Context: an optimization exercise on an open-source flow, tuned for small area, a short achievable clock period and few clock cycles per item. The choices shown serve that exercise and are no tape-out recipe. Only simulation tests tie the RTL to the original design; equivalence was not proved.

== v26 ==
// fpu_arith
module fpu_arith
  (
   clk,
   rst,
   opa_i,
   opb_i,
   fpu_op_i,
   rmode_i,
   output_o,
   start_i,
   ready_o,
   ine_o,
   overflow_o,
   underflow_o,
   div_zero_o,
   inf_o,
   zero_o,
   qnan_o,
   snan_o
   );
   input  clk;
   input  rst;
   input [31:0] opa_i;
   input [31:0] opb_i;
   input [2:0] 	fpu_op_i;
   input [1:0] 	rmode_i;
   input 	start_i;
   output reg 	ready_o;
   output reg [31:0] output_o;
   output reg 	     ine_o;
   output reg 	     overflow_o;
   output reg 	     underflow_o;
   output reg 	     div_zero_o;
   output reg 	     inf_o;
   output reg 	     zero_o;
   output reg 	     qnan_o;
   output reg 	     snan_o;
   localparam [30:0] QNAN = 31'b11111111_10000000000000000000000;
   localparam [30:0] SNAN = 31'b11111111_00000000000000000000001;
   reg 		     busy;
   reg [3:0] 	     cnt;
   wire 	     op_as = fpu_op_i[2:1] == 2'b00;
   wire 	     op_mul = fpu_op_i == 3'd2;
   wire 	     op_div = fpu_op_i == 3'd3;
   wire 	     op_cv = fpu_op_i[2];
   reg 		     mul_fast;
   wire 	     last = busy & (op_as ? cnt == 4'd0 :
				    op_mul ? (cnt == 4'd1 | mul_fast) : cnt == 4'd7);
   always @(posedge clk or posedge rst)
     if (rst) begin
	busy <= 1'b0;
	ready_o <= 1'b0;
	cnt <= 4'd0;
     end else begin
	if (start_i) begin
	   busy <= !op_cv;
	   ready_o <= op_cv;
	   cnt <= 4'd0;
	end else if (last) begin
	   busy <= 1'b0;
	   ready_o <= 1'b1;
	end else begin
	   ready_o <= 1'b0;
	   cnt <= cnt + 4'd1;
	end
     end
   reg sel_as, sel_mul, sel_div, sel_cv;
   reg op0, rm0, rm1, rm2, rm3, sa, sb, sab, infa, infb, nana, nanb, za, zb;
   always @(posedge clk) begin
	sel_as <= op_as;
	sel_mul <= op_mul;
	sel_div <= op_div;
  ...
==> flow/config.mk <==
export PLATFORM = sky130hd
export DESIGN_NAME = fpu_arith
export DESIGN_NICKNAME = fpu_arith
export VERILOG_FILES = /design/flow/design.v
export SDC_FILE = /design/flow/constraint.sdc
export NUM_CORES = 4
export LEC_CHECK = 0
export ABC_AREA = 1
export CAP_MARGIN = 20
export CORE_MARGIN = 2
export CORE_UTILIZATION = 50
export SLEW_MARGIN = 20
==> flow/constraint.sdc <==
create_clock -name core_clock -period 9.0 [get_ports {clk}]
set_input_delay 1.8000 -clock core_clock [delete_from_list [all_inputs] [get_ports {clk}]]
set_output_delay 1.8000 -clock core_clock [all_outputs]
set_load 0.01 [all_outputs]
run.sh (not shown) runs the stock make flow with config.mk's settings and CLKGATE_MAP_FILE= SYNTH_SCRIPT=/design/flow/synth_recipe.tcl, a recipe that flattens the netlist after the stock synthesis.
v26 finished end to end and its layout was clean on timing, DRC and antenna.
Testbench counts of v26, summed over its fixed seeds: cycles 40,382, ops 16,000.
Setup changes, v26 to v42
- CORE_UTILIZATION now 35, was 50
- GPL_TIMING_DRIVEN now 0, previously not set
Results
v42 -> stages 100% | layout checks FAIL | setup timing
Summary of the comparison: post-CTS setup repair buffer count is higher in v42, relative to v26.
Total of buffers placed on input and output ports, v26 and v42, lower one = v42.
Comparing v26 and v42, the higher worst max-slew margin expressed relative to the limit is on v26.
Per the comparison of v42 with v26, inverter count of the layout excluding clock inverters held; layout buffer count excluding clock buffers shows an increase of 63; filler-free cell count of the finished design rose by about 6%.
What v57 does differently from v42 at the input level:
- removing GPL_TIMING_DRIVEN (formerly 0)
- setting SETUP_SLACK_MARGIN to 1.0 for the first time
## What came out
- Comparing v42 against v57, there is no change at all in maximum count of clock buffers along a single path.
- Among v42 and v57, a clean, completed layout was produced by v57 alone.
- What the final checks of v42 revealed, after a flow that finished every stage, was a layout that fails on setup timing.
- Going from v42 to v57, sequential share of layout area fell 0.95 points, hold slack rose 0.0047 ns.
Here is what was changed in the inputs of v3 compared with v57.
- SETUP_SLACK_MARGIN now 0.5, was 1.0
### Flow results
NOTE: global-route usage in v3 falls short of that of v57
Sequential share of layout area up 0.39 points in v3 wrt v57
v3 ran to completion and came out clean on the timing, DRC and antenna checks.
v3 and v57 ended up with nearly the same inverter count.
Diff v57..v3 | fraction of registers with async set or reset after synthesis | unchanged
On worst setup slack after placement, v57 loses to v3.
Looking only at fraction of standard cell area in multi-input logic, and setting everything else aside, the higher value of v3 and v57 goes to v3.
v3 and v57 ended up with roughly the same post-CTS clock slew at the launch and capture registers of the worst setup and hold paths.
Fraction of met3 tracks used by global routing in v3 vs v57: down 0.95 points
Part of the cycle the worst path needs on v3 is up relative to v57.
The run showing the smaller number of antenna violations at the first check in global routing is v3.

fpu_arith, a different RTL version from the one above (not shown whole).
Size: roughly 110 I/O pins, ~69,000 um2 of cells after synthesis.
clock: 9.0 ns
lec_check: 0
cap_margin: 20
core_margin: 2
core_utilization: 35
setup_slack_margin: 0.3
slew_margin: 20
Testbench counts at the start, summed over its fixed seeds: cycles 40,382, ops 16,000.
Change:
--- a/flow/config.mk
+++ b/flow/config.mk
@@ -9,4 +9,3 @@
 export CORE_MARGIN = 2
 export CORE_UTILIZATION = 35
-export SETUP_SLACK_MARGIN = 0.3
 export SLEW_MARGIN = 20
Non-clock buffer count rose by 5.
Wire length is about the same.
Worst hold slack gets better by 0.0043 ns.
Flip-flop and latch count stays the same.
Critical path depth goes down by 18.
Via count climbs slightly.
Setup slack degrades by 0.24 ns.

[separate check: timing with driven ports]
The flow's constraints put no driver on any port. The routed layouts listed below were extracted and timed again, unchanged, in two steps. Step 1 assumes that a clkbuf_16 drives the clock port and a buf_2 every other input. Step 2 moves the port delays by t, midway between the first and last clock arrival at a register: inputs arrive t later, outputs are due t later. That takes back most of the time a late clock gives input paths. a / b / c = no drivers / after step 1 / after step 2; a / b = the first two.
| run | t (ns) | slack for setup (ns) | slew at the worst register clock pin (ns) |
|---|---|---|---|
| v26 | 0.735 | 0.271 / 0.173 / -0.322 | 0.07 / 0.07 |
| v42 | 0.792 | -0.090 / -0.066 / -0.859 | 0.08 / 0.08 |
| v57 | 0.742 | 0.641 / 0.653 / -0.048 | 0.07 / 0.07 |
| v3 | 0.743 | 0.476 / 0.468 / -0.215 | 0.08 / 0.08 |
| the first run of note 2 | 0.764 | 0.497 / 0.414 / -0.172 | 0.08 / 0.08 |
| the second run of note 2 | 0.754 | 0.252 / 0.182 / -0.477 | 0.07 / 0.07 |
With both steps, setup timing fails in 5 of these runs, where it was met with ideal ports. For v42, which loses most, drivers alone change the setup slack by +0.024 ns; drivers and shift together by -0.769 ns.
